What follows belongs to an exercise in optimizing a design on an open flow for small area, a short achievable clock period and few clock cycles per item; a production flow would make more cautious choices. Where RTL was checked, it was by simulation tests only, not by an equivalence proof against the original. The RTL of run 2 was laid out without a check of its function.

`design/flow/config.mk`:
```
export PLATFORM = sky130hd
export DESIGN_NAME = main
export DESIGN_NICKNAME = main
export VERILOG_FILES = /design/flow/design.v
export SDC_FILE = /design/flow/constraint.sdc
export NUM_CORES = 4
export LEC_CHECK = 0
export ABC_AREA = 1
export CAP_MARGIN = 20
export CORE_MARGIN = 2
export CORE_UTILIZATION = 40
export SETUP_SLACK_MARGIN = 4.5
export SLEW_MARGIN = 20
```
`design/flow/constraint.sdc`:
```
create_clock -name core_clock -period 13.0 [get_ports {clk}]
set_input_delay 2.6000 -clock core_clock [delete_from_list [all_inputs] [get_ports {clk}]]
set_output_delay 2.6000 -clock core_clock [all_outputs]
set_load 0.01 [all_outputs]
```
`design/flow/design.v`:
```
module bmul (
    input wire [13:0] a,
    input wire [15:0] b,
    input wire neg,
    output wire [15:0] p
);
    wire [16:0] be = {b, 1'b0};
    wire [14:0] ae = {a[13], a};
    wire n0 = be[2] ^ neg;
    wire o0 = be[1] ^ be[0];
    wire t0 = (be[2] & ~be[1] & ~be[0]) | (~be[2] & be[1] & be[0]);
    wire p0_0 = (o0 & ae[0]) ^ n0;
    wire p0_1 = ((o0 & ae[1]) | (t0 & ae[0])) ^ n0;
    wire p0_2 = ((o0 & ae[2]) | (t0 & ae[1])) ^ n0;
    wire p0_3 = ((o0 & ae[3]) | (t0 & ae[2])) ^ n0;
    wire p0_4 = ((o0 & ae[4]) | (t0 & ae[3])) ^ n0;
    wire p0_5 = ((o0 & ae[5]) | (t0 & ae[4])) ^ n0;
    wire p0_6 = ((o0 & ae[6]) | (t0 & ae[5])) ^ n0;
    wire p0_7 = ((o0 & ae[7]) | (t0 & ae[6])) ^ n0;
    wire p0_8 = ((o0 & ae[8]) | (t0 & ae[7])) ^ n0;
    wire p0_9 = ((o0 & ae[9]) | (t0 & ae[8])) ^ n0;
    wire p0_10 = ((o0 & ae[10]) | (t0 & ae[9])) ^ n0;
    wire p0_11 = ((o0 & ae[11]) | (t0 & ae[10])) ^ n0;
    wire p0_12 = ((o0 & ae[12]) | (t0 & ae[11])) ^ n0;
    wire p0_13 = ((o0 & ae[13]) | (t0 & ae[12])) ^ n0;
    wire p0_14 = ~(((o0 & ae[14]) | (t0 & ae[13])) ^ n0);
    wire n1 = be[4] ^ neg;
    wire o1 = be[3] ^ be[2];
    wire t1 = (be[4] & ~be[3] & ~be[2]) | (~be[4] & be[3] & be[2]);
    wire p1_0 = (o1 & ae[0]) ^ n1;
    wire p1_1 = ((o1 & ae[1]) | (t1 & ae[0])) ^ n1;
    wire p1_2 = ((o1 & ae[2]) | (t1 & ae[1])) ^ n1;
    wire p1_3 = ((o1 & ae[3]) | (t1 & ae[2])) ^ n1;
    wire p1_4 = ((o1 & ae[4]) | (t1 & ae[3])) ^ n1;
    wire p1_5 = ((o1 & ae[5]) | (t1 & ae[4])) ^ n1;
    wire p1_6 = ((o1 & ae[6]) | (t1 & ae[5])) ^ n1;
    wire p1_7 = ((o1 & ae[7]) | (t1 & ae[6])) ^ n1;
    wire p1_8 = ((o1 & ae[8]) | (t1 & ae[7])) ^ n1;
    wire p1_9 = ((o1 & ae[9]) | (t1 & ae[8])) ^ n1;
    wire p1_10 = ((o1 & ae[10]) | (t1 & ae[9])) ^ n1;
    wire p1_11 = ((o1 & ae[11]) | (t1 & ae[10])) ^ n1;
    wire p1_12 = ((o1 & ae[12]) | (t1 & ae[11])) ^ n1;
    wire p1_13 = ((o1 & ae[13]) | (t1 & ae[12])) ^ n1;
    wire p1_14 = ~(((o1 & ae[14]) | (t1 & ae[13])) ^ n1);
    wire n2 = be[6] ^ neg;
    wire o2 = be[5] ^ be[4];
    wire t2 = (be[6] & ~be[5] & ~be[4]) | (~be[6] & be[5] & be[4]);
    wire p2_0 = (o2 & ae[0]) ^ n2;
    wire p2_1 = ((o2 & ae[1]) | (t2 & ae[0])) ^ n2;
    wire p2_2 = ((o2 & ae[2]) | (t2 & ae[1])) ^ n2;
    wire p2_3 = ((o2 & ae[3]) | (t2 & ae[2])) ^ n2;
    wire p2_4 = ((o2 & ae[4]) | (t2 & ae[3])) ^ n2;
    wire p2_5 = ((o2 & ae[5]) | (t2 & ae[4])) ^ n2;
    wire p2_6 = ((o2 & ae[6]) | (t2 & ae[5])) ^ n2;
    wire p2_7 = ((o2 & ae[7]) | (t2 & ae[6])) ^ n2;
    wire p2_8 = ((o2 & ae[8]) | (t2 & ae[7])) ^ n2;
    wire p2_9 = ((o2 & ae[9]) | (t2 & ae[8])) ^ n2;
    wire p2_10 = ((o2 & ae[10]) | (t2 & ae[9])) ^ n2;
    wire p2_11 = ((o2 & ae[11]) | (t2 & ae[10])) ^ n2;
    wire p2_12 = ((o2 & ae[12]) | (t2 & ae[11])) ^ n2;
    wire p2_13 = ((o2 & ae[13]) | (t2 & ae[12])) ^ n2;
    wire p2_14 = ~(((o2 & ae[14]) | (t2 & ae[13])) ^ n2);
    wire n3 = be[8] ^ neg;
    wire o3 = be[7] ^ be[6];
    wire t3 = (be[8] & ~be[7] & ~be[6]) | (~be[8] & be[7] & be[6]);
    wire p3_0 = (o3 & ae[0]) ^ n3;
    wire p3_1 = ((o3 & ae[1]) | (t3 & ae[0])) ^ n3;
    wire p3_2 = ((o3 & ae[2]) | (t3 & ae[1])) ^ n3;
    wire p3_3 = ((o3 & ae[3]) | (t3 & ae[2])) ^ n3;
    wire p3_4 = ((o3 & ae[4]) | (t3 & ae[3])) ^ n3;
    wire p3_5 = ((o3 & ae[5]) | (t3 & ae[4])) ^ n3;
    wire p3_6 = ((o3 & ae[6]) | (t3 & ae[5])) ^ n3;
    wire p3_7 = ((o3 & ae[7]) | (t3 & ae[6])) ^ n3;
    wire p3_8 = ((o3 & ae[8]) | (t3 & ae[7])) ^ n3;
    wire p3_9 = ((o3 & ae[9]) | (t3 & ae[8])) ^ n3;
    wire p3_10 = ((o3 & ae[10]) | (t3 & ae[9])) ^ n3;
    wire p3_11 = ((o3 & ae[11]) | (t3 & ae[10])) ^ n3;
    wire p3_12 = ((o3 & ae[12]) | (t3 & ae[11])) ^ n3;
    wire p3_13 = ((o3 & ae[13]) | (t3 & ae[12])) ^ n3;
    wire p3_14 = ~(((o3 & ae[14]) | (t3 & ae[13])) ^ n3);
    wire n4 = be[10] ^ neg;
    wire o4 = be[9] ^ be[8];
    wire t4 = (be[10] & ~be[9] & ~be[8]) | (~be[10] & be[9] & be[8]);
    wire p4_0 = (o4 & ae[0]) ^ n4;
    wire p4_1 = ((o4 & ae[1]) | (t4 & ae[0])) ^ n4;
    wire p4_2 = ((o4 & ae[2]) | (t4 & ae[1])) ^ n4;
    wire p4_3 = ((o4 & ae[3]) | (t4 & ae[2])) ^ n4;
    wire p4_4 = ((o4 & ae[4]) | (t4 & ae[3])) ^ n4;
    wire p4_5 = ((o4 & ae[5]) | (t4 & ae[4])) ^ n4;
    wire p4_6 = ((o4 & ae[6]) | (t4 & ae[5])) ^ n4;
    wire p4_7 = ((o4 & ae[7]) | (t4 & ae[6])) ^ n4;
    wire p4_8 = ((o4 & ae[8]) | (t4 & ae[7])) ^ n4;
    wire p4_9 = ((o4 & ae[9]) | (t4 & ae[8])) ^ n4;
    wire p4_10 = ((o4 & ae[10]) | (t4 & ae[9])) ^ n4;
    wire p4_11 = ((o4 & ae[11]) | (t4 & ae[10])) ^ n4;
    wire p4_12 = ((o4 & ae[12]) | (t4 & ae[11])) ^ n4;
    wire p4_13 = ((o4 & ae[13]) | (t4 & ae[12])) ^ n4;
    wire p4_14 = ~(((o4 & ae[14]) | (t4 & ae[13])) ^ n4);
    wire n5 = be[12] ^ neg;
    wire o5 = be[11] ^ be[10];
    wire t5 = (be[12] & ~be[11] & ~be[10]) | (~be[12] & be[11] & be[10]);
    wire p5_0 = (o5 & ae[0]) ^ n5;
    wire p5_1 = ((o5 & ae[1]) | (t5 & ae[0])) ^ n5;
    wire p5_2 = ((o5 & ae[2]) | (t5 & ae[1])) ^ n5;
    wire p5_3 = ((o5 & ae[3]) | (t5 & ae[2])) ^ n5;
    wire p5_4 = ((o5 & ae[4]) | (t5 & ae[3])) ^ n5;
    wire p5_5 = ((o5 & ae[5]) | (t5 & ae[4])) ^ n5;
    wire p5_6 = ((o5 & ae[6]) | (t5 & ae[5])) ^ n5;
    wire p5_7 = ((o5 & ae[7]) | (t5 & ae[6])) ^ n5;
    wire p5_8 = ((o5 & ae[8]) | (t5 & ae[7])) ^ n5;
    wire p5_9 = ((o5 & ae[9]) | (t5 & ae[8])) ^ n5;
    wire p5_10 = ((o5 & ae[10]) | (t5 & ae[9])) ^ n5;
    wire p5_11 = ((o5 & ae[11]) | (t5 & ae[10])) ^ n5;
    wire p5_12 = ((o5 & ae[12]) | (t5 & ae[11])) ^ n5;
    wire p5_13 = ((o5 & ae[13]) | (t5 & ae[12])) ^ n5;
    wire p5_14 = ~(((o5 & ae[14]) | (t5 & ae[13])) ^ n5);
    wire n6 = be[14] ^ neg;
    wire o6 = be[13] ^ be[12];
    wire t6 = (be[14] & ~be[13] & ~be[12]) | (~be[14] & be[13] & be[12]);
    wire p6_0 = (o6 & ae[0]) ^ n6;
    wire p6_1 = ((o6 & ae[1]) | (t6 & ae[0])) ^ n6;
    wire p6_2 = ((o6 & ae[2]) | (t6 & ae[1])) ^ n6;
    wire p6_3 = ((o6 & ae[3]) | (t6 & ae[2])) ^ n6;
    wire p6_4 = ((o6 & ae[4]) | (t6 & ae[3])) ^ n6;
    wire p6_5 = ((o6 & ae[5]) | (t6 & ae[4])) ^ n6;
    wire p6_6 = ((o6 & ae[6]) | (t6 & ae[5])) ^ n6;
    wire p6_7 = ((o6 & ae[7]) | (t6 & ae[6])) ^ n6;
    wire p6_8 = ((o6 & ae[8]) | (t6 & ae[7])) ^ n6;
    wire p6_9 = ((o6 & ae[9]) | (t6 & ae[8])) ^ n6;
    wire p6_10 = ((o6 & ae[10]) | (t6 & ae[9])) ^ n6;
    wire p6_11 = ((o6 & ae[11]) | (t6 & ae[10])) ^ n6;
    wire p6_12 = ((o6 & ae[12]) | (t6 & ae[11])) ^ n6;
    wire p6_13 = ((o6 & ae[13]) | (t6 & ae[12])) ^ n6;
    wire p6_14 = ~(((o6 & ae[14]) | (t6 & ae[13])) ^ n6);
    wire n7 = be[16] ^ neg;
    wire o7 = be[15] ^ be[14];
    wire t7 = (be[16] & ~be[15] & ~be[14]) | (~be[16] & be[15] & be[14]);
    wire p7_0 = (o7 & ae[0]) ^ n7;
    wire p7_1 = ((o7 & ae[1]) | (t7 & ae[0])) ^ n7;
    wire p7_2 = ((o7 & ae[2]) | (t7 & ae[1])) ^ n7;
    wire p7_3 = ((o7 & ae[3]) | (t7 & ae[2])) ^ n7;
    wire p7_4 = ((o7 & ae[4]) | (t7 & ae[3])) ^ n7;
    wire p7_5 = ((o7 & ae[5]) | (t7 & ae[4])) ^ n7;
    wire p7_6 = ((o7 & ae[6]) | (t7 & ae[5])) ^ n7;
    wire p7_7 = ((o7 & ae[7]) | (t7 & ae[6])) ^ n7;
    wire p7_8 = ((o7 & ae[8]) | (t7 & ae[7])) ^ n7;
    wire p7_9 = ((o7 & ae[9]) | (t7 & ae[8])) ^ n7;
    wire p7_10 = ((o7 & ae[10]) | (t7 & ae[9])) ^ n7;
    wire p7_11 = ((o7 & ae[11]) | (t7 & ae[10])) ^ n7;
    wire p7_12 = ((o7 & ae[12]) | (t7 & ae[11])) ^ n7;
    wire w1 = 1'b1 ^ n7;
    wire w2 = 1'b1 & n7;
    wire w3 = n5 ^ p0_10;
    wire w4 = n5 & p0_10;
    wire w5 = p0_11 ^ p1_9;
    wire w6 = p0_11 & p1_9;
    wire w7 = n6 ^ p0_12 ^ p1_10;
    wire w8 = (n6 & p0_12) | (n6 & p1_10) | (p0_12 & p1_10);
    wire w9 = p2_8 ^ p3_6;
    wire w10 = p2_8 & p3_6;
    wire w11 = p0_13 ^ p1_11 ^ p2_9;
    wire w12 = (p0_13 & p1_11) | (p0_13 & p2_9) | (p1_11 & p2_9);
    wire w13 = p3_7 ^ p4_5;
    wire w14 = p3_7 & p4_5;
    wire w15 = w1 ^ p0_14 ^ p1_12;
    wire w16 = (w1 & p0_14) | (w1 & p1_12) | (p0_14 & p1_12);
    wire w17 = p2_10 ^ p3_8 ^ p4_6;
    wire w18 = (p2_10 & p3_8) | (p2_10 & p4_6) | (p3_8 & p4_6);
    wire w19 = p5_4 ^ p6_2;
    wire w20 = p5_4 & p6_2;
    wire w21 = 1'b1 ^ w2 ^ p1_13;
    wire w22 = (1'b1 & w2) | (1'b1 & p1_13) | (w2 & p1_13);
    wire w23 = p2_11 ^ p3_9 ^ p4_7;
    wire w24 = (p2_11 & p3_9) | (p2_11 & p4_7) | (p3_9 & p4_7);
    wire w25 = p5_5 ^ p6_3 ^ p7_1;
    wire w26 = (p5_5 & p6_3) | (p5_5 & p7_1) | (p6_3 & p7_1);
    wire w27 = p1_14 ^ p2_12 ^ p3_10;
    wire w28 = (p1_14 & p2_12) | (p1_14 & p3_10) | (p2_12 & p3_10);
    wire w29 = p4_8 ^ p5_6 ^ p6_4;
    wire w30 = (p4_8 & p5_6) | (p4_8 & p6_4) | (p5_6 & p6_4);
    wire w31 = 1'b1 ^ p2_13 ^ p3_11;
    wire w32 = (1'b1 & p2_13) | (1'b1 & p3_11) | (p2_13 & p3_11);
    wire w33 = p4_9 ^ p5_7;
    wire w34 = p4_9 & p5_7;
    wire w35 = p2_14 ^ p3_12 ^ p4_10;
    wire w36 = (p2_14 & p3_12) | (p2_14 & p4_10) | (p3_12 & p4_10);
    wire w37 = 1'b1 ^ p3_13;
    wire w38 = 1'b1 & p3_13;
    wire w39 = n3 ^ p0_6;
    wire w40 = n3 & p0_6;
    wire w41 = p0_7 ^ p1_5;
    wire w42 = p0_7 & p1_5;
    wire w43 = n4 ^ p0_8 ^ p1_6;
    wire w44 = (n4 & p0_8) | (n4 & p1_6) | (p0_8 & p1_6);
    wire w45 = p2_4 ^ p3_2;
    wire w46 = p2_4 & p3_2;
    wire w47 = p0_9 ^ p1_7 ^ p2_5;
    wire w48 = (p0_9 & p1_7) | (p0_9 & p2_5) | (p1_7 & p2_5);
    wire w49 = p3_3 ^ p4_1;
    wire w50 = p3_3 & p4_1;
    wire w51 = p1_8 ^ p2_6 ^ p3_4;
    wire w52 = (p1_8 & p2_6) | (p1_8 & p3_4) | (p2_6 & p3_4);
    wire w53 = p4_2 ^ p5_0 ^ w3;
    wire w54 = (p4_2 & p5_0) | (p4_2 & w3) | (p5_0 & w3);
    wire w55 = p2_7 ^ p3_5 ^ p4_3;
    wire w56 = (p2_7 & p3_5) | (p2_7 & p4_3) | (p3_5 & p4_3);
    wire w57 = p5_1 ^ w4 ^ w5;
    wire w58 = (p5_1 & w4) | (p5_1 & w5) | (w4 & w5);
    wire w59 = p4_4 ^ p5_2 ^ p6_0;
    wire w60 = (p4_4 & p5_2) | (p4_4 & p6_0) | (p5_2 & p6_0);
    wire w61 = w6 ^ w9 ^ w7;
    wire w62 = (w6 & w9) | (w6 & w7) | (w9 & w7);
    wire w63 = p5_3 ^ p6_1 ^ w10;
    wire w64 = (p5_3 & p6_1) | (p5_3 & w10) | (p6_1 & w10);
    wire w65 = w13 ^ w8 ^ w11;
    wire w66 = (w13 & w8) | (w13 & w11) | (w8 & w11);
    wire w67 = p7_0 ^ w14 ^ w19;
    wire w68 = (p7_0 & w14) | (p7_0 & w19) | (w14 & w19);
    wire w69 = w12 ^ w15 ^ w17;
    wire w70 = (w12 & w15) | (w12 & w17) | (w15 & w17);
    wire w71 = w20 ^ w16 ^ w18;
    wire w72 = (w20 & w16) | (w20 & w18) | (w16 & w18);
    wire w73 = w21 ^ w23 ^ w25;
    wire w74 = (w21 & w23) | (w21 & w25) | (w23 & w25);
    wire w75 = p7_2 ^ w22 ^ w24;
    wire w76 = (p7_2 & w22) | (p7_2 & w24) | (w22 & w24);
    wire w77 = w26 ^ w27 ^ w29;
    wire w78 = (w26 & w27) | (w26 & w29) | (w27 & w29);
    wire w79 = p6_5 ^ p7_3 ^ w33;
    wire w80 = (p6_5 & p7_3) | (p6_5 & w33) | (p7_3 & w33);
    wire w81 = w28 ^ w30 ^ w31;
    wire w82 = (w28 & w30) | (w28 & w31) | (w30 & w31);
    wire w83 = p5_8 ^ p6_6 ^ p7_4;
    wire w84 = (p5_8 & p6_6) | (p5_8 & p7_4) | (p6_6 & p7_4);
    wire w85 = w34 ^ w32 ^ w35;
    wire w86 = (w34 & w32) | (w34 & w35) | (w32 & w35);
    wire w87 = p4_11 ^ p5_9 ^ p6_7;
    wire w88 = (p4_11 & p5_9) | (p4_11 & p6_7) | (p5_9 & p6_7);
    wire w89 = p7_5 ^ w37 ^ w36;
    wire w90 = (p7_5 & w37) | (p7_5 & w36) | (w37 & w36);
    wire w91 = p3_14 ^ p4_12 ^ p5_10;
    wire w92 = (p3_14 & p4_12) | (p3_14 & p5_10) | (p4_12 & p5_10);
    wire w93 = p6_8 ^ p7_6 ^ w38;
    wire w94 = (p6_8 & p7_6) | (p6_8 & w38) | (p7_6 & w38);
    wire w95 = 1'b1 ^ p4_13 ^ p5_11;
    wire w96 = (1'b1 & p4_13) | (1'b1 & p5_11) | (p4_13 & p5_11);
    wire w97 = p6_9 ^ p7_7;
    wire w98 = p6_9 & p7_7;
    wire w99 = p4_14 ^ p5_12 ^ p6_10;
    wire w100 = (p4_14 & p5_12) | (p4_14 & p6_10) | (p5_12 & p6_10);
    wire w101 = 1'b1 ^ p5_13;
    wire w102 = 1'b1 & p5_13;
    wire w103 = n2 ^ p0_4;
    wire w104 = n2 & p0_4;
    wire w105 = p0_5 ^ p1_3;
    wire w106 = p0_5 & p1_3;
    wire w107 = p1_4 ^ p2_2 ^ p3_0;
    wire w108 = (p1_4 & p2_2) | (p1_4 & p3_0) | (p2_2 & p3_0);
    wire w109 = p2_3 ^ p3_1 ^ w40;
    wire w110 = (p2_3 & p3_1) | (p2_3 & w40) | (p3_1 & w40);
    wire w111 = p4_0 ^ w42 ^ w45;
    wire w112 = (p4_0 & w42) | (p4_0 & w45) | (w42 & w45);
    wire w113 = w46 ^ w49 ^ w44;
    wire w114 = (w46 & w49) | (w46 & w44) | (w49 & w44);
    wire w115 = w50 ^ w48 ^ w51;
    wire w116 = (w50 & w48) | (w50 & w51) | (w48 & w51);
    wire w117 = w52 ^ w55 ^ w54;
    wire w118 = (w52 & w55) | (w52 & w54) | (w55 & w54);
    wire w119 = w56 ^ w59 ^ w58;
    wire w120 = (w56 & w59) | (w56 & w58) | (w59 & w58);
    wire w121 = w60 ^ w63 ^ w62;
    wire w122 = (w60 & w63) | (w60 & w62) | (w63 & w62);
    wire w123 = w64 ^ w67 ^ w66;
    wire w124 = (w64 & w67) | (w64 & w66) | (w67 & w66);
    wire w125 = w68 ^ w70 ^ w71;
    wire w126 = (w68 & w70) | (w68 & w71) | (w70 & w71);
    wire w127 = w72 ^ w74 ^ w75;
    wire w128 = (w72 & w74) | (w72 & w75) | (w74 & w75);
    wire w129 = w79 ^ w76 ^ w78;
    wire w130 = (w79 & w76) | (w79 & w78) | (w76 & w78);
    wire w131 = w83 ^ w80 ^ w82;
    wire w132 = (w83 & w80) | (w83 & w82) | (w80 & w82);
    wire w133 = w84 ^ w87 ^ w86;
    wire w134 = (w84 & w87) | (w84 & w86) | (w87 & w86);
    wire w135 = w88 ^ w91 ^ w93;
    wire w136 = (w88 & w91) | (w88 & w93) | (w91 & w93);
    wire w137 = w97 ^ w92 ^ w95;
    wire w138 = (w97 & w92) | (w97 & w95) | (w92 & w95);
    wire w139 = p7_8 ^ w98 ^ w96;
    wire w140 = (p7_8 & w98) | (p7_8 & w96) | (w98 & w96);
    wire w141 = p6_11 ^ p7_9 ^ w101;
    wire w142 = (p6_11 & p7_9) | (p6_11 & w101) | (p7_9 & w101);
    wire w143 = p5_14 ^ p6_12 ^ p7_10;
    wire w144 = (p5_14 & p6_12) | (p5_14 & p7_10) | (p6_12 & p7_10);
    wire w145 = 1'b1 ^ p6_13;
    wire w146 = 1'b1 & p6_13;
    wire w147 = n1 ^ p0_2;
    wire w148 = n1 & p0_2;
    wire w149 = p0_3 ^ p1_1;
    wire w150 = p0_3 & p1_1;
    wire w151 = p1_2 ^ p2_0 ^ w103;
    wire w152 = (p1_2 & p2_0) | (p1_2 & w103) | (p2_0 & w103);
    wire w153 = p2_1 ^ w104 ^ w105;
    wire w154 = (p2_1 & w104) | (p2_1 & w105) | (w104 & w105);
    wire w155 = w106 ^ w39 ^ w107;
    wire w156 = (w106 & w39) | (w106 & w107) | (w39 & w107);
    wire w157 = w41 ^ w108 ^ w109;
    wire w158 = (w41 & w108) | (w41 & w109) | (w108 & w109);
    wire w159 = w43 ^ w110 ^ w111;
    wire w160 = (w43 & w110) | (w43 & w111) | (w110 & w111);
    wire w161 = w47 ^ w112 ^ w113;
    wire w162 = (w47 & w112) | (w47 & w113) | (w112 & w113);
    wire w163 = w53 ^ w114 ^ w115;
    wire w164 = (w53 & w114) | (w53 & w115) | (w114 & w115);
    wire w165 = w57 ^ w116 ^ w117;
    wire w166 = (w57 & w116) | (w57 & w117) | (w116 & w117);
    wire w167 = w61 ^ w118 ^ w119;
    wire w168 = (w61 & w118) | (w61 & w119) | (w118 & w119);
    wire w169 = w65 ^ w120 ^ w121;
    wire w170 = (w65 & w120) | (w65 & w121) | (w120 & w121);
    wire w171 = w69 ^ w122 ^ w123;
    wire w172 = (w69 & w122) | (w69 & w123) | (w122 & w123);
    wire w173 = w73 ^ w124 ^ w125;
    wire w174 = (w73 & w124) | (w73 & w125) | (w124 & w125);
    wire w175 = w77 ^ w126 ^ w127;
    wire w176 = (w77 & w126) | (w77 & w127) | (w126 & w127);
    wire w177 = w81 ^ w128 ^ w129;
    wire w178 = (w81 & w128) | (w81 & w129) | (w128 & w129);
    wire w179 = w85 ^ w130 ^ w131;
    wire w180 = (w85 & w130) | (w85 & w131) | (w130 & w131);
    wire w181 = w89 ^ w132 ^ w133;
    wire w182 = (w89 & w132) | (w89 & w133) | (w132 & w133);
    wire w183 = w90 ^ w135 ^ w134;
    wire w184 = (w90 & w135) | (w90 & w134) | (w135 & w134);
    wire w185 = w94 ^ w137 ^ w136;
    wire w186 = (w94 & w137) | (w94 & w136) | (w137 & w136);
    wire w187 = w99 ^ w138 ^ w139;
    wire w188 = (w99 & w138) | (w99 & w139) | (w138 & w139);
    wire w189 = w100 ^ w141 ^ w140;
    wire w190 = (w100 & w141) | (w100 & w140) | (w141 & w140);
    wire w191 = w102 ^ w143 ^ w142;
    wire w192 = (w102 & w143) | (w102 & w142) | (w143 & w142);
    wire w193 = p7_11 ^ w145 ^ w144;
    wire w194 = (p7_11 & w145) | (p7_11 & w144) | (w145 & w144);
    wire w195 = p6_14 ^ p7_12 ^ w146;
    wire w196 = (p6_14 & p7_12) | (p6_14 & w146) | (p7_12 & w146);
    wire [26:0] sx = {w194, w192, w190, w188, w186, w184, w182, w180, w178, w176, w174, w172, w170, w168, w166, w164, w162, w160, w158, w156, w154, w152, w150, w148, w147, p0_1, n0};
    wire [26:0] sy = {w195, w193, w191, w189, w187, w185, w183, w181, w179, w177, w175, w173, w171, w169, w167, w165, w163, w161, w159, w157, w155, w153, w151, w149, p1_0, 1'b0, p0_0};
    wire [26:0] sum = sx + sy;
    assign p = sum[26:11];
endmodule
module pre85 (
    input wire [14:0] X2,
    output wire [9:0] u1
);
    wire w1 = X2[0] ^ X2[2];
    wire w2 = X2[0] & X2[2];
    wire w3 = X2[1] ^ X2[3];
    wire w4 = X2[1] & X2[3];
    wire w5 = X2[2] ^ X2[4];
    wire w6 = X2[2] & X2[4];
    wire w7 = X2[3] ^ X2[5];
    wire w8 = X2[3] & X2[5];
    wire w9 = X2[4] ^ X2[6];
    wire w10 = X2[4] & X2[6];
    wire w11 = X2[5] ^ X2[7];
    wire w12 = X2[5] & X2[7];
    wire w13 = X2[6] ^ X2[8];
    wire w14 = X2[6] & X2[8];
    wire w15 = X2[7] ^ X2[9];
    wire w16 = X2[7] & X2[9];
    wire w17 = X2[8] ^ X2[10];
    wire w18 = X2[8] & X2[10];
    wire w19 = X2[0] ^ X2[2];
    wire w20 = X2[0] & X2[2];
    wire w21 = X2[1] ^ X2[3];
    wire w22 = X2[1] & X2[3];
    wire w23 = X2[4] ^ X2[6] ^ X2[0];
    wire w24 = (X2[4] & X2[6]) | (X2[4] & X2[0]) | (X2[6] & X2[0]);
    wire w25 = X2[5] ^ X2[7] ^ w2;
    wire w26 = (X2[5] & X2[7]) | (X2[5] & w2) | (X2[7] & w2);
    wire w27 = X2[6] ^ X2[8] ^ w4;
    wire w28 = (X2[6] & X2[8]) | (X2[6] & w4) | (X2[8] & w4);
    wire w29 = X2[7] ^ X2[9] ^ w6;
    wire w30 = (X2[7] & X2[9]) | (X2[7] & w6) | (X2[9] & w6);
    wire w31 = X2[8] ^ X2[10] ^ w8;
    wire w32 = (X2[8] & X2[10]) | (X2[8] & w8) | (X2[10] & w8);
    wire w33 = X2[9] ^ X2[11] ^ w10;
    wire w34 = (X2[9] & X2[11]) | (X2[9] & w10) | (X2[11] & w10);
    wire w35 = X2[10] ^ X2[12] ^ w12;
    wire w36 = (X2[10] & X2[12]) | (X2[10] & w12) | (X2[12] & w12);
    wire w37 = X2[11] ^ X2[13] ^ w14;
    wire w38 = (X2[11] & X2[13]) | (X2[11] & w14) | (X2[13] & w14);
    wire w39 = X2[12] ^ X2[14] ^ w16;
    wire w40 = (X2[12] & X2[14]) | (X2[12] & w16) | (X2[14] & w16);
    wire w41 = X2[9] ^ X2[11] ^ X2[13];
    wire w42 = (X2[9] & X2[11]) | (X2[9] & X2[13]) | (X2[11] & X2[13]);
    wire w43 = X2[10] ^ X2[12];
    wire w44 = X2[10] & X2[12];
    wire w45 = X2[0] ^ X2[2];
    wire w46 = X2[0] & X2[2];
    wire w47 = X2[1] ^ X2[3];
    wire w48 = X2[1] & X2[3];
    wire w49 = X2[4] ^ X2[0] ^ w19;
    wire w50 = (X2[4] & X2[0]) | (X2[4] & w19) | (X2[0] & w19);
    wire w51 = X2[5] ^ w20 ^ w21;
    wire w52 = (X2[5] & w20) | (X2[5] & w21) | (w20 & w21);
    wire w53 = w22 ^ w1 ^ w23;
    wire w54 = (w22 & w1) | (w22 & w23) | (w1 & w23);
    wire w55 = w3 ^ w24 ^ w25;
    wire w56 = (w3 & w24) | (w3 & w25) | (w24 & w25);
    wire w57 = w5 ^ w26 ^ w27;
    wire w58 = (w5 & w26) | (w5 & w27) | (w26 & w27);
    wire w59 = w7 ^ w28 ^ w29;
    wire w60 = (w7 & w28) | (w7 & w29) | (w28 & w29);
    wire w61 = w9 ^ w30 ^ w31;
    wire w62 = (w9 & w30) | (w9 & w31) | (w30 & w31);
    wire w63 = w11 ^ w32 ^ w33;
    wire w64 = (w11 & w32) | (w11 & w33) | (w32 & w33);
    wire w65 = w13 ^ w34 ^ w35;
    wire w66 = (w13 & w34) | (w13 & w35) | (w34 & w35);
    wire w67 = w15 ^ w36 ^ w37;
    wire w68 = (w15 & w36) | (w15 & w37) | (w36 & w37);
    wire w69 = w17 ^ w38 ^ w39;
    wire w70 = (w17 & w38) | (w17 & w39) | (w38 & w39);
    wire w71 = w18 ^ w41 ^ w40;
    wire w72 = (w18 & w41) | (w18 & w40) | (w41 & w40);
    wire w73 = X2[14] ^ w43 ^ w42;
    wire w74 = (X2[14] & w43) | (X2[14] & w42) | (w43 & w42);
    wire w75 = X2[11] ^ X2[13] ^ w44;
    wire w76 = (X2[11] & X2[13]) | (X2[11] & w44) | (X2[13] & w44);
    wire w77 = X2[12] ^ X2[14];
    wire w78 = X2[12] & X2[14];
    wire [20:0] sx = {X2[14], w78, w76, w74, w72, w70, w68, w66, w64, w62, w60, w58, w56, w54, w52, w50, w48, w46, w45, X2[1], X2[0]};
    wire [20:0] sy = {1'b0, X2[13], w77, w75, w73, w71, w69, w67, w65, w63, w61, w59, w57, w55, w53, w51, w49, w47, X2[0], 1'b0, X2[0]};
    wire [20:0] sum = sx + sy;
    assign u1 = sum[20:11];
endmodule
module pre2 (
    input wire [13:0] T,
    input wire s,
    output wire [8:0] q
);
    wire [13:0] Tn = T ^ {14{~s}};
    wire sgn = ~s & Tn[13];
    wire m3 = ~s & Tn[0];
    wire m4 = s ? T[0] : Tn[1];
    wire m5 = s ? T[1] : Tn[2];
    wire m6 = s ? T[2] : Tn[3];
    wire m7 = s ? T[3] : Tn[4];
    wire m8 = s ? T[4] : Tn[5];
    wire m9 = s ? T[5] : Tn[6];
    wire m10 = s ? T[6] : Tn[7];
    wire m11 = s ? T[7] : Tn[8];
    wire m12 = s ? T[8] : Tn[9];
    wire m13 = s ? T[9] : Tn[10];
    wire m14 = s ? T[10] : Tn[11];
    wire m15 = s ? T[11] : Tn[12];
    wire m16 = s ? T[12] : Tn[13];
    wire m17 = s ? T[13] : sgn;
    wire w1 = s ^ ~s;
    wire w2 = s & ~s;
    wire w3 = s ^ m4;
    wire w4 = s & m4;
    wire w5 = s ^ m5;
    wire w6 = s & m5;
    wire w7 = s ^ m6;
    wire w8 = s & m6;
    wire w9 = s ^ m7;
    wire w10 = s & m7;
    wire w11 = s ^ m8;
    wire w12 = s & m8;
    wire w13 = s ^ ~s;
    wire w14 = s & ~s;
    wire w15 = s ^ Tn[1];
    wire w16 = s & Tn[1];
    wire w17 = s ^ Tn[2];
    wire w18 = s & Tn[2];
    wire w19 = m3 ^ Tn[3] ^ w1;
    wire w20 = (m3 & Tn[3]) | (m3 & w1) | (Tn[3] & w1);
    wire w21 = Tn[4] ^ w2 ^ w3;
    wire w22 = (Tn[4] & w2) | (Tn[4] & w3) | (w2 & w3);
    wire w23 = Tn[5] ^ w4 ^ w5;
    wire w24 = (Tn[5] & w4) | (Tn[5] & w5) | (w4 & w5);
    wire w25 = Tn[6] ^ w6 ^ w7;
    wire w26 = (Tn[6] & w6) | (Tn[6] & w7) | (w6 & w7);
    wire w27 = Tn[7] ^ w8 ^ w9;
    wire w28 = (Tn[7] & w8) | (Tn[7] & w9) | (w8 & w9);
    wire w29 = Tn[8] ^ w10 ^ w11;
    wire w30 = (Tn[8] & w10) | (Tn[8] & w11) | (w10 & w11);
    wire w31 = m9 ^ Tn[9] ^ w12;
    wire w32 = (m9 & Tn[9]) | (m9 & w12) | (Tn[9] & w12);
    wire w33 = m10 ^ Tn[10];
    wire w34 = m10 & Tn[10];
    wire w35 = m11 ^ Tn[11];
    wire w36 = m11 & Tn[11];
    wire w37 = m12 ^ Tn[12];
    wire w38 = m12 & Tn[12];
    wire w39 = m13 ^ Tn[13];
    wire w40 = m13 & Tn[13];
    wire w41 = m14 ^ sgn;
    wire w42 = m14 & sgn;
    wire w43 = m15 ^ sgn;
    wire w44 = m15 & sgn;
    wire w45 = m16 ^ sgn;
    wire w46 = m16 & sgn;
    wire w47 = m17 ^ sgn;
    wire w48 = m17 & sgn;
    wire w49 = w13 & Tn[0];
    wire w50 = w13 ^ Tn[0];
    wire w51 = w14 & w15;
    wire w52 = w14 ^ w15;
    wire w53 = w16 & w17;
    wire w54 = w16 ^ w17;
    wire w55 = w18 & w19;
    wire w56 = w18 ^ w19;
    wire w57 = w20 & w21;
    wire w58 = w20 ^ w21;
    wire w59 = w22 & w23;
    wire w60 = w22 ^ w23;
    wire w61 = w24 & w25;
    wire w62 = w24 ^ w25;
    wire w63 = w26 & w27;
    wire w64 = w26 ^ w27;
    wire w65 = w28 & w29;
    wire w66 = w28 ^ w29;
    wire w67 = w30 & w31;
    wire w68 = w30 ^ w31;
    wire w69 = w32 & w33;
    wire w70 = w32 ^ w33;
    wire w71 = w34 & w35;
    wire w72 = w34 ^ w35;
    wire w73 = w36 & w37;
    wire w74 = w36 ^ w37;
    wire w75 = w38 & w39;
    wire w76 = w38 ^ w39;
    wire w77 = w40 & w41;
    wire w78 = w40 ^ w41;
    wire w79 = w42 & w43;
    wire w80 = w42 ^ w43;
    wire w81 = w44 & w45;
    wire w82 = w44 ^ w45;
    wire w83 = w46 & w47;
    wire w84 = w46 ^ w47;
    wire w85 = w51 | (w52 & w49);
    wire w86 = w55 | (w56 & w53);
    wire w87 = w56 & w54;
    wire w88 = w59 | (w60 & w57);
    wire w89 = w60 & w58;
    wire w90 = w63 | (w64 & w61);
    wire w91 = w64 & w62;
    wire w92 = w67 | (w68 & w65);
    wire w93 = w68 & w66;
    wire w94 = w71 | (w72 & w69);
    wire w95 = w72 & w70;
    wire w96 = w75 | (w76 & w73);
    wire w97 = w76 & w74;
    wire w98 = w79 | (w80 & w77);
    wire w99 = w80 & w78;
    wire w100 = w83 | (w84 & w81);
    wire w101 = w84 & w82;
    wire w102 = w53 | (w54 & w85);
    wire w103 = w86 | (w87 & w85);
    wire w104 = w61 | (w62 & w88);
    wire w105 = w62 & w89;
    wire w106 = w90 | (w91 & w88);
    wire w107 = w91 & w89;
    wire w108 = w69 | (w70 & w92);
    wire w109 = w70 & w93;
    wire w110 = w94 | (w95 & w92);
    wire w111 = w95 & w93;
    wire w112 = w77 | (w78 & w96);
    wire w113 = w78 & w97;
    wire w114 = w98 | (w99 & w96);
    wire w115 = w99 & w97;
    wire w116 = w57 | (w58 & w103);
    wire w117 = w88 | (w89 & w103);
    wire w118 = w104 | (w105 & w103);
    wire w119 = w106 | (w107 & w103);
    wire w120 = w73 | (w74 & w110);
    wire w121 = w74 & w111;
    wire w122 = w96 | (w97 & w110);
    wire w123 = w97 & w111;
    wire w124 = w112 | (w113 & w110);
    wire w125 = w113 & w111;
    wire w126 = w114 | (w115 & w110);
    wire w127 = w115 & w111;
    wire w128 = w65 | (w66 & w119);
    wire w129 = w92 | (w93 & w119);
    wire w130 = w108 | (w109 & w119);
    wire w131 = w110 | (w111 & w119);
    wire w132 = w120 | (w121 & w119);
    wire w133 = w122 | (w123 & w119);
    wire w134 = w124 | (w125 & w119);
    wire w135 = w126 | (w127 & w119);
    wire w136 = w81 | (w82 & w135);
    wire w137 = w100 | (w101 & w135);
    wire w138 = w68 ^ w128;
    wire w139 = w70 ^ w129;
    wire w140 = w72 ^ w130;
    wire w141 = w74 ^ w131;
    wire w142 = w76 ^ w132;
    wire w143 = w78 ^ w133;
    wire w144 = w80 ^ w134;
    wire w145 = w82 ^ w135;
    wire w146 = w84 ^ w136;
    assign q = {w146, w145, w144, w143, w142, w141, w140, w139, w138};
endmodule
module main (
    input wire [15:0] v, x,
    input wire clk, reset, start,
    output wire done,
    output wire [15:0] final_result
);
    reg [5:0] p;
    reg done_r;
    reg [14:0] X2;
    reg [13:0] T;
    reg [15:0] F;
    wire [9:0] u1;
    pre85 p85 (.X2(X2), .u1(u1));
    wire [8:0] a23;
    pre2 p23 (.T(T), .s(p[2]), .q(a23));
    wire [8:0] t9 = T[8:0];
    wire k1 = (t9 != 9'd0), k2 = (t9 >= 9'd90), k3 = (t9 >= 9'd179);
    wire k4 = (t9 >= 9'd268), k5 = (t9 >= 9'd357), k6 = (t9 >= 9'd446);
    wire [2:0] a4 = {k4, (k2 & ~k4) | k6, (k1 & ~k2) | (k3 & ~k4) | (k5 & ~k6)};
    wire [13:0] ra = p[1] ? 14'd2048 : F[13:0];
    wire [13:0] rb = p[1] ? {1'b1, ~X2[14:1]} : T;
    wire [14:0] rc;
    wire [13:0] acc_n;
    assign rc[0] = p[1] & ~X2[0];
    genvar i;
    generate
        for (i = 0; i < 14; i = i + 1) begin : rip
            assign acc_n[i] = ra[i] ^ rb[i] ^ rc[i];
            assign rc[i+1] = (ra[i] & rb[i]) | (ra[i] & rc[i]) | (rb[i] & rc[i]);
        end
    endgenerate
    wire [13:0] accf = F[13:0] + T;
    wire [13:0] A = ({14{p[0]}} & x[13:0]) | ({14{p[1]}} & {4'b0, u1}) |
                    ({14{p[2] | p[3]}} & {5'b0, a23}) | ({14{p[4]}} & {11'b0, a4}) |
                    ({14{p[5]}} & accf);
    wire [15:0] B = ({16{p[0]}} & {{2{x[13]}}, x[13:0]}) | ({16{p[5]}} & v) |
                    ({16{~p[0] & ~p[5]}} & {1'b0, X2});
    wire [15:0] P;
    bmul mul (.a(A), .b(B), .neg(p[2] | p[4]), .p(P));
    always @(posedge clk) begin
        if (reset) begin
            p <= 6'b000001;
            done_r <= 1'b0;
        end else begin
            if (p[0]) begin
                if (start) begin p <= 6'b000010; done_r <= 1'b0; end
            end else begin
                p <= {p[4:0], p[5]};
                if (p[5]) done_r <= 1'b1;
            end
        end
    end
    always @(posedge clk) begin
        if (p[0]) X2 <= P[14:0];
        T <= P[13:0];
        if (p[5]) F <= P;
        else if (!p[0]) F[13:0] <= acc_n;
    end
    assign done = done_r;
    assign final_result = F;
endmodule
```
`design/flow/flow/run.sh`:
```
#!/bin/bash
# The standard layout (standard.sh) with two changes:
#  - the ports get plain buf_2 buffers instead of the delay cells buffer_ports
#    picks by default (every port still gets its buffer);
#  - after the standard synthesis, flow/polopt.py chooses the polarity of each
#    full-adder cell (a full adder is self-dual) so that fewer inverters are
#    needed between adder cells, and rebuilds a half adder from plain gates
#    (xnor2, nand2) where its outputs are wanted inverted. Registers and their
#    names are untouched.
# Each tool's output goes to its own log file in this folder.
set -euo pipefail
export BUFFER_PORTS_ARGS="-buffer_cell sky130_fd_sc_hd__buf_2"
RES="$PWD/orfs/results/sky130hd/main/base"
bash standard.sh "$RES/1_2_yosys.v" > synth.log 2>&1
python3 flow/polopt.py "$RES/1_2_yosys.v" "$RES/1_2_yosys_pol.v" > polopt.log 2>&1
mv "$RES/1_2_yosys_pol.v" "$RES/1_2_yosys.v"
bash standard.sh > standard_flow.log 2>&1
```
`design/flow/flow/polopt.py`:
```
#!/usr/bin/env python3
"""Full-adder polarity pass for a Yosys gate netlist (one flat module).

A full adder is self-dual: FA(~a,~b,~c) = (~sum, ~cout). Yosys's adder
extraction leaves inverters between adder cells; this pass chooses, for each
sky130 fa cell, whether to use it in inverted form so that as few inverters as
possible are needed, then rebuilds the inverters (one per signal and polarity).
The logic function of every net that is a port or a register input is unchanged.

usage: polopt.py IN.v OUT.v
"""
import re, sys
from collections import defaultdict

src = open(sys.argv[1]).read()
m = re.search(r'module\s+(\w+)\s*\((.*?)\);(.*)endmodule', src, re.S)
top, portlist, body = m.group(1), m.group(2), m.group(3)

# statements: declarations and cell instances
cell_re = re.compile(r'\s*(sky130_fd_sc_hd__\w+)\s+(\S+)\s*\((.*?)\);', re.S)
decl_re = re.compile(r'\s*(input|output|inout|wire)\b[^;]*;', re.S)
pin_re = re.compile(r'\.(\w+)\(\s*([^()]*?)\s*\)')

stmts = []
pos = 0
decls = []
cells = []
for mm in re.finditer(r'[^;]*;', body, re.S):
    st = mm.group(0)
    if decl_re.fullmatch(st):
        decls.append(st.strip())
    else:
        cm = cell_re.fullmatch(st)
        if not cm:
            if st.strip():
                raise SystemExit("unparsed statement: " + st.strip()[:200])
            continue
        pins = dict(pin_re.findall(cm.group(3)))
        cells.append([cm.group(1), cm.group(2), pins])

OUTPINS = {'X', 'Y', 'Q', 'Q_N', 'SUM', 'COUT', 'HI', 'LO'}
def is_inv(t):
    return re.match(r'sky130_fd_sc_hd__(clk)?inv_\d+$', t) is not None
def is_fa(t):
    return re.match(r'sky130_fd_sc_hd__fa_\d+$', t) is not None

outputs = set()
for d in decls:
    if d.startswith('output'):
        mm = re.match(r'output\s*(\[(\d+):(\d+)\])?\s*(\w+)\s*;', d)
        if mm.group(1):
            hi, lo = int(mm.group(2)), int(mm.group(3))
            for i in range(min(hi, lo), max(hi, lo) + 1):
                outputs.add(f"{mm.group(4)}[{i}]")
        else:
            outputs.add(mm.group(4))

# driver map
drv = {}
for c in cells:
    for p, n in c[2].items():
        if p in OUTPINS:
            drv[n] = c
inv_of = {}   # inverter output net -> input net
for c in cells:
    if is_inv(c[0]):
        inv_of[c[2]['Y']] = c[2]['A']

def root(n):
    """(root net, polarity): n == root ^ pol"""
    pol = 0
    while n in inv_of:
        n = inv_of[n]
        pol ^= 1
    return n, pol

# inverters that drive an output port stay as they are (their net names are fixed)
keep_inv = set()
for c in cells:
    if is_inv(c[0]) and c[2]['Y'] in outputs:
        keep_inv.add(c[1])

fas = [c for c in cells if is_fa(c[0])]
fa_of_out = {}
for c in fas:
    fa_of_out[c[2]['SUM']] = c
    fa_of_out[c[2]['COUT']] = c

# consumers: every input pin of a non-inverter cell (and kept inverters), wanting (root, pol)
cons = []   # [cell, pin, root, pol]
for c in cells:
    if is_inv(c[0]) and c[1] not in keep_inv:
        continue
    for p, n in c[2].items():
        if p in OUTPINS or n == '':
            continue
        r, q = root(n)
        cons.append([c, p, r, q])
cons_by_root = defaultdict(list)
for k in cons:
    cons_by_root[k[2]].append(k)

flip = {c[1]: 0 for c in fas}
def is_const(r):
    return r in ("1'h0", "1'h1", "1'b0", "1'b1")

def phys_pol(r):
    c = fa_of_out.get(r)
    return flip[c[1]] if c is not None else 0

def need(k):
    """polarity (relative to the root's function) this consumer needs"""
    c = k[0]
    return k[3] ^ (flip[c[1]] if is_fa(c[0]) else 0)

def root_cost(r):
    if is_const(r):
        return 0
    pp = phys_pol(r)
    return 1 if any(need(k) != pp for k in cons_by_root[r]) else 0

def local_roots(c):
    rs = set()
    for p in ('A', 'B', 'CIN'):
        rs.add(root(c[2][p])[0])
    rs.add(c[2]['SUM']); rs.add(c[2]['COUT'])
    return rs

total0 = sum(root_cost(r) for r in cons_by_root)
improved = True
rounds = 0
while improved and rounds < 50:
    improved = False
    rounds += 1
    for c in fas:
        rs = local_roots(c)
        before = sum(root_cost(r) for r in rs)
        flip[c[1]] ^= 1
        after = sum(root_cost(r) for r in rs)
        if after < before:
            improved = True
        else:
            flip[c[1]] ^= 1
total1 = sum(root_cost(r) for r in cons_by_root)
ninv0 = sum(1 for c in cells if is_inv(c[0]))
sys.stderr.write(f"polopt: {ninv0} inverters before; signals needing an inverter {total0} -> {total1}; "
                 f"{sum(flip.values())} of {len(fas)} adders flipped\n")

# half adders whose outputs are wanted inverted: build them from plain gates
# (xnor2 / nand2 give the inverted sum / carry directly), when that is smaller
def is_ha(t):
    return re.match(r'sky130_fd_sc_hd__ha_\d+$', t) is not None
ha_remap = {}   # HA cell name -> {'SUM': set(pols), 'COUT': set(pols)}
for c in cells:
    if not is_ha(c[0]):
        continue
    needs = {}
    for p in ('SUM', 'COUT'):
        r = c[2].get(p, '')
        needs[p] = {need(k) for k in cons_by_root.get(r, [])} if r else set()
    # area: ha 12.5, inv 3.75, xor2/xnor2 8.76, and2 6.26, nand2 3.75
    keep = 12.51 + 3.75 * (1 in needs['SUM']) + 3.75 * (1 in needs['COUT'])
    if len(needs['SUM']) > 1 or len(needs['COUT']) > 1:
        continue
    gates = 0.0
    gates += 8.76 if needs['SUM'] else 0.0
    gates += (3.75 if needs['COUT'] == {1} else 6.26) if needs['COUT'] else 0.0
    if gates < keep:
        ha_remap[c[1]] = needs

# rebuild
new_cells = []
inv_net = {}
newwires = []
def inverted(r):
    if r in ("1'h0", "1'b0"):
        return "1'h1"
    if r in ("1'h1", "1'b1"):
        return "1'h0"
    if r not in inv_net:
        nm = f"_polinv{len(inv_net)}_"
        inv_net[r] = nm
        newwires.append(nm)
        new_cells.append(['sky130_fd_sc_hd__inv_1', f"_polinv_cell{len(inv_net)}_", {'A': r, 'Y': nm}])
    return inv_net[r]

gate_out = {}   # (root net, polarity) -> replacement net driven by a plain gate
pending = []    # plain gates replacing half adders; built once the adders' inputs are rewired
for c in cells:
    if is_inv(c[0]) and c[1] not in keep_inv:
        continue
    if c[1] in ha_remap:
        needs = ha_remap[c[1]]
        for p, pols in needs.items():
            if not pols:
                continue
            pol = next(iter(pols))
            nm = f"_polg{len(gate_out)}_"
            newwires.append(nm)
            gate_out[(c[2][p], pol)] = nm
            pending.append((c, p, pol, nm, len(gate_out)))
        continue
    new_cells.append(c)
for k in cons:
    c, p, r, q = k
    want = need(k)
    if (r, want) in gate_out:
        c[2][p] = gate_out[(r, want)]
    else:
        c[2][p] = r if want == phys_pol(r) else inverted(r)
for c, p, pol, nm, i in pending:
    a, b = c[2]['A'], c[2]['B']
    if p == 'SUM':
        t = 'sky130_fd_sc_hd__xnor2_1' if pol else 'sky130_fd_sc_hd__xor2_1'
    else:
        t = 'sky130_fd_sc_hd__nand2_1' if pol else 'sky130_fd_sc_hd__and2_1'
    new_cells.append([t, f"_polg_cell{i}_", {'A': a, 'B': b, ('Y' if pol else 'X'): nm}])
# a flipped adder keeps its output nets: they now carry the inverted function, which
# phys_pol accounts for; every consumer was rewired above.

out = [f"module {top}({portlist});"]
out += ["  " + d for d in decls]
out += [f"  wire {w};" for w in newwires]
for t, nm, pins in new_cells:
    pl = ",\n".join(f"    .{p}({n}{' ' if n.startswith(chr(92)) else ''})" for p, n in pins.items())
    out.append(f"  {t} {nm} (\n{pl}\n  );")
out.append("endmodule")
open(sys.argv[2], 'w').write("\n".join(out) + "\n")
```
`design/flow/standard.sh`:
```
#!/bin/bash
# synth_recipe.tcl (not shown) runs the flow's synth.tcl, then flattens the netlist and writes it again
# the make line also repeats each setting of config.mk as NAME=value (left out here)
make -C /OpenROAD-flow-scripts/flow DESIGN_CONFIG=/design/flow/config.mk WORK_HOME=/design/flow/orfs CLKGATE_MAP_FILE= SYNTH_SCRIPT=/design/flow/synth_recipe.tcl "${@:-finish}"
```
==> results of run 1 <==
## final cells by class
| type | count | area share |
|---|---|---|
| multi-input combinational | 1408 | 0.745 |
| timing repair buffer | 77 | 0.0379 |
| clock inverter | 3 | 0.00223 |
| tap | 390 | 0.0378 |
| clock buffer | 5 | 0.00969 |
| sequential | 52 | 0.105 |
| inverter | 213 | 0.0625 |
## critical path, cell delays in order
cell and delay [ns]:
buf_2 0.10, nand2_1 0.08, nand2_1 0.07, a21oi_1 0.34, xor2_2 0.60, inv_1 0.45, xor2_1 0.43, fa_1 0.49
fa_1 0.40, inv_1 0.08, fa_1 0.43, fa_1 0.50, ha_2 0.31, nand2_1 0.12, nor2_1 0.07, inv_1 0.07
nor2_1 0.06, o21a_1 0.11, a2111oi_1 0.29, nand2_1 0.17, nand2_1 0.10, o211ai_1 0.10, xor2_1 0.32
## flip-flops by register name (all words and copies together), names as in the netlist
register,count
F,16
T,14
X2,15
done_r,1
p,6
## stage by stage
step | util | worst slack, ns | std cells | hold WS (ns)
finish | 0.439 | 4.75 | 2148 | 0.450
global route | 0.439 | 4.48 | 2148 | 0.467
CTS | 0.434 | 4.51 | 2144 | 0.455
detailed placement | 0.426 | 3.69 | 2127 | 0.443
global placement | 0.426 | 3.73 | 2127 | 0.435
floorplan | - | 5.25 | 1715 | 0.471
## worst paths after layout
path	startpoint	endpoint	slack, ns	cells after the start
worst max register to register	p[2]$_SDFFE_PP0P_	F[15]$_DFFE_PP_	4.91	43
worst min-delay path	done_r$_SDFFE_PP0P_	done_r$_SDFFE_PP0P_	0.45	2
worst max-delay path	x[3]	F[15]$_DFFE_PP_	4.75	23
worst min register to register	done_r$_SDFFE_PP0P_	done_r$_SDFFE_PP0P_	0.45	2
## cells in the final DEF (no fill, tap or decap), drive strengths merged, types with 3 or more instances in the layout
cell,count
clkbuf,6
nand3,87
nand2,536
o31ai,3
a31oi,7
nor3,12
xnor2,7
edfxtp,31
nand3b,7
a21o,4
inv,214
and2,17
dfxtp,21
nand4,16
o22ai,42
nor2,111
xor2,110
o21ai,103
a211oi,4
fa,118
o21a,8
o21bai,4
buf,76
a21oi,84
ha,102
or2,15
## what timing repair did
action / CTS / global route
gates cloned: 0 / 1
pin swaps: 2 / 2
gates resized for setup: 1 / 25
endpoints found under the setup margin: 45 / 31
buffers inserted: 9 / 3
hold buffers: 0 / 0
## routing by layer
layer	vias to the layer above	track usage
met4	0	0.0975
met1	5401	0.332
met5	-	0
met2	416	0.441
met3	94	0.0271
li1	5614	-
==> impl_metrics.ini, run 1 <==
[outcome]
outcome = complete, no violations

[timing]
fin_crit_sh = 0.634
final-max-slew-violation-count = 0
worst_pin_slew_ns = 0.930
slew_headroom = 0.378
rsz0062_at_grt = yes
max_freq_mhz = 121
finalSetupViolCount = 0
final.setup.tns_ns = 0
min_period_ns = 8.25
fin_skew_ns = 0.00871
hold_viol_final = 0

[floorplanning]
die-area_sq_mm = 0.0311
rows = 63
core_sq_mm = 0.0294
die_x_um = 176
ioPinCount = 52
die-height_um = 176
initial_core_util = 0.404

[flow_run]
max_cap_violations = 0

[routing]
wl_met2_mm = 19.0
wirelength_mm = 39.8
num_vias = 11500
drtIter0Drc = 1072
met3_length_mm = 2.60
wire_per_inst_um = 18.5
drc = 0
drt-pass1-iter-count = 6
vias_per_cell = 5.37
top_layer_used = met4
antenna_left = 0
m1WireLength_mm = 16.5

[setup_path]
worstSetupPathType = in2reg
end_kind = flip-flop
cp.arrival_ns = 8.34
critPathLaunchType = input port
path_max_fanout = 10
required_ns = 13.09

[cells_and_area]
drive_above_1_share = 0.0768
register_area_sq_mm = 0.00135
finalInstanceArea_sq_mm = 0.0129
area_delta_synth_final_pct = 8.67
multi_input_comb_area_sq_mm = 0.00961
diodes = 0
num-fill-cells = 3086
nets = 2012

[yosys]
synth.avg_cell_area_sq_um = 6.93
yosys_warnings = 1
synthCells = 1715
syn-num-nets = 1970
syn_area_sq_mm = 0.0119

[global_routing]
antenna_found_initial = 0
grt_pass1_wl_mm = 61.8
grtUsageTotal = 0.256
grt_overflow = 0
first_global_vias = 11300
grt_max_degree = 50

[placed_design]
dpl_cell_area_sq_mm = 0.0125
place_congestion = 0.959
hpwl_mm = 32.5
port_buffers = 49

[min_path]
min_path_type = reg2reg

[clock_tree]
cts.reportedPaths.clkPinSlew_ns = 0.08
cts.path.max_buffers = 2
h-tree-depth = 2
cts_sinks = 52
clk_latency_ns = 0.30
root_buffer = clkbuf_16
cts_made_buffers = 5
cts_tree = yes
Testbench counts, summed over its fixed seeds: cycles 14,400, items 2,400.
==> run 2, diff against run 1 <==
--- a/design/flow/design.v
+++ b/design/flow/design.v
@@ -617,8 +617,8 @@
     reg [14:0] X2;
-    reg [13:0] T;
+    reg [14:0] T;    
     reg [15:0] F;
     wire [9:0] u1;
-    pre85 p85 (.X2(X2), .u1(u1));
+    pre85 p85 (.X2(T), .u1(u1));    
     wire [8:0] a23;
-    pre2 p23 (.T(T), .s(p[2]), .q(a23));
+    pre2 p23 (.T(T[13:0]), .s(p[2]), .q(a23));
     wire [8:0] t9 = T[8:0];
@@ -628,6 +628,6 @@
     wire [13:0] ra = p[1] ? 14'd2048 : F[13:0];
-    wire [13:0] rb = p[1] ? {1'b1, ~X2[14:1]} : T;
+    wire [13:0] rb = p[1] ? {1'b1, ~T[14:1]} : T[13:0];
     wire [14:0] rc;
     wire [13:0] acc_n;
-    assign rc[0] = p[1] & ~X2[0];
+    assign rc[0] = p[1] & ~T[0];
     genvar i;
@@ -639,3 +639,3 @@
     endgenerate
-    wire [13:0] accf = F[13:0] + T;
+    wire [13:0] accf = F[13:0] + T[13:0];
     wire [13:0] A = ({14{p[0]}} & x[13:0]) | ({14{p[1]}} & {4'b0, u1}) |
@@ -662,3 +662,3 @@
         if (p[0]) X2 <= P[14:0];
-        T <= P[13:0];
+        T <= P[14:0];
         if (p[5]) F <= P;
--- a/design/flow/config.mk
+++ b/design/flow/config.mk
@@ -11,3 +11,3 @@
 export CORE_UTILIZATION = 40
-export SETUP_SLACK_MARGIN = 4.5
+export SETUP_SLACK_MARGIN = 4.0
 export SLEW_MARGIN = 20
==> impl_metrics.ini, run 2 <==
[outcome]
outcome = complete, no violations

[clock_tree]
cts_tree = yes
cts.reportedPaths.clkPinSlew_ns = 0.08
root_buffer = clkbuf_16
cts_made_buffers = 5
cts_sinks = 53
clk_latency_ns = 0.31
h-tree-depth = 2
cts.path.max_buffers = 2
hold_buffers = 0

[global_routing]
first_global_vias = 11200
grtUsageTotal = 0.246
antenna_found_initial = 0
grt_max_degree = 52
grt_overflow = 0
grt_pass1_wl_mm = 60.4

[setup_path]
crit_start = T[4]$_DFF_P_
cp_common_cell = fa_1
worstSetupPathType = reg2reg
critPathLaunchType = flip-flop
cp.arrival_ns = 8.52
r2r_cells = 31
end_kind = flip-flop
r2r_setup_slack_ns = 4.54
required_ns = 13.07
endpoint = F[13]$_DFFE_PP_
rr_endpoint = F[13]$_DFFE_PP_
path_max_fanout = 16
cp_slowest_cell = dfxtp_1
cpPeakStageDelay_ns = 0.88
crit-reg2reg-launch = T[4]$_DFF_P_

[floorplanning]
die-area_sq_mm = 0.0316
die-height_um = 178
initial_core_util = 0.407
ioPinCount = 52
core_sq_mm = 0.0297
die_x_um = 178
rows = 63

[yosys]
yosys_warnings = 1
syn-num-nets = 1995
synth.avg_cell_area_sq_um = 6.96
syn_area_sq_mm = 0.0121
synthCells = 1738

[timing]
finalHoldWorstSlack_ns = 0.485
rsz0062_at_grt = yes
worst_pin_slew_ns = 0.853
fin_skew_ns = 0.0140
slew_headroom = 0.431
final-max-slew-violation-count = 0
hold_viol_final = 0
max_freq_mhz = 118
min_period_ns = 8.46
final.setup.tns_ns = 0
finalSetupViolCount = 0
fin_crit_sh = 0.651

[placed_design]
place_congestion = 0.930
hpwl_mm = 30.6
dp.cells = 2147
port_buffers = 49

[routing]
drt-pass1-iter-count = 5
wirelength_mm = 38.0
wire_per_inst_um = 17.6
antenna_left = 0
vias_per_cell = 5.41
drc = 0
num_vias = 11700
drtIter0Drc = 1075

[min_path]
min_path_type = reg2reg

[cells_and_area]
area_delta_synth_final_pct = 6.68
final_util = 0.434
mostFrequentLayoutCell = nand2_1
regMostFlops = F
fin_cells = 2157
nets = 2023
largest_reg_flops = 16
diodes = 0
largest_registers = F (16), T (15), X2 (15)
final_cell_mix = nand2_1, inv_1, fa_1
drive_above_1_share = 0.0809

[flow_run]
max_cap_violations = 0
[run 2: worst min-delay path by stage]
stage,start,end,depth (start not counted)
6_report,done_r$_SDFFE_PP0P_,done_r$_SDFFE_PP0P_,2
5_1_grt,done_r$_SDFFE_PP0P_,done_r$_SDFFE_PP0P_,2
4_1_cts,done_r$_SDFFE_PP0P_,done_r$_SDFFE_PP0P_,2
3_5_place_dp,done_r$_SDFFE_PP0P_,done_r$_SDFFE_PP0P_,2
3_3_place_gp,done_r$_SDFFE_PP0P_,done_r$_SDFFE_PP0P_,2
2_1_floorplan,done_r$_SDFFE_PP0P_,done_r$_SDFFE_PP0P_,2
[run 2: repair_timing]
item / in CTS / in global routing
endpoints found under the setup margin: 0 / 30
resized for setup: 0 / 2
buffers inserted: 0 / 2
[run 2: through the flow]
| stage | worst slack [ns] | instance area, sq um |
|---|---|---|
| final | 4.54 | 12900 |
| after global routing | 4.00 | 12900 |
| after CTS | 4.23 | 12900 |
| after detailed placement | 4.26 | 12700 |
| after global placement | 4.29 | 12700 |
| after floorplan | 5.56 | 12100 |
[run 2: layout make-up]
cell class / count / area [sq um]
flip-flops and latches: 53 / 1370
multi-input cells: 1428 / 9710
clock inverters: 3 / 28.8
repair buffers: 67 / 380
clock buffers: 5 / 125
fillers: 3085 / 16800
inverters: 211 / 796
well taps: 390 / 488
[run 2: worst max-delay path: cells and delay by family (launching register included)]
| kind | cells | cell delay (ns) |
|---|---|---|
| compound gates | 6 | 1.03 |
| xor+xnor | 1 | 0.20 |
| fa+ha+maj | 9 | 3.91 |
| simple gates | 12 | 1.57 |
| buf+inv | 3 | 0.64 |
| flops | 1 | 0.88 |
[run 2: layer usage]
layer / share of wire / wire, um / vias up / track usage
met1: 0.45 / 17100 / 5498 / 0.345
met2: 0.46 / 17500 / 426 / 0.403
met5: 0 / 0 / - / 0
li1: - / - / 5677 / -
met3: 0.064 / 2410 / 66 / 0.0296
met4: 0.023 / 881 / 0 / 0.0598

-- static timing again, ports no longer ideal --
Ports are ideal in the flow. The routed layouts listed here were re-timed in OpenROAD. Step 1: set_driving_cell puts a clkbuf_16 on clk and a buf_2 on each other input, an assumption about the parent block. Step 2 times the ports against the registers' clock, not the clock port: input delays grow and output delays shrink by t, the midpoint of the rising clock arrivals with the driver on. Slacks: ideal ports / drivers / drivers and shift; pairs: ideal ports / drivers.
run | shift t [ns] | setup WS [ns] | hold WS [ns] | worst setup path at the end | slew at the worst register clock pin (ns)
run 1 | 0.337 | 4.753 / 4.771 / 4.434 | 0.450 / 0.450 / 0.450 | input to register | 0.08 / 0.08
run 2 | 0.342 | 4.543 / 4.543 / 4.360 | 0.485 / 0.485 / 0.485 | input to register | 0.08 / 0.08
After both steps setup and hold are still met in every run listed. For run 1, which loses most, drivers alone change the setup slack by +0.018 ns; drivers and shift together by -0.319 ns.
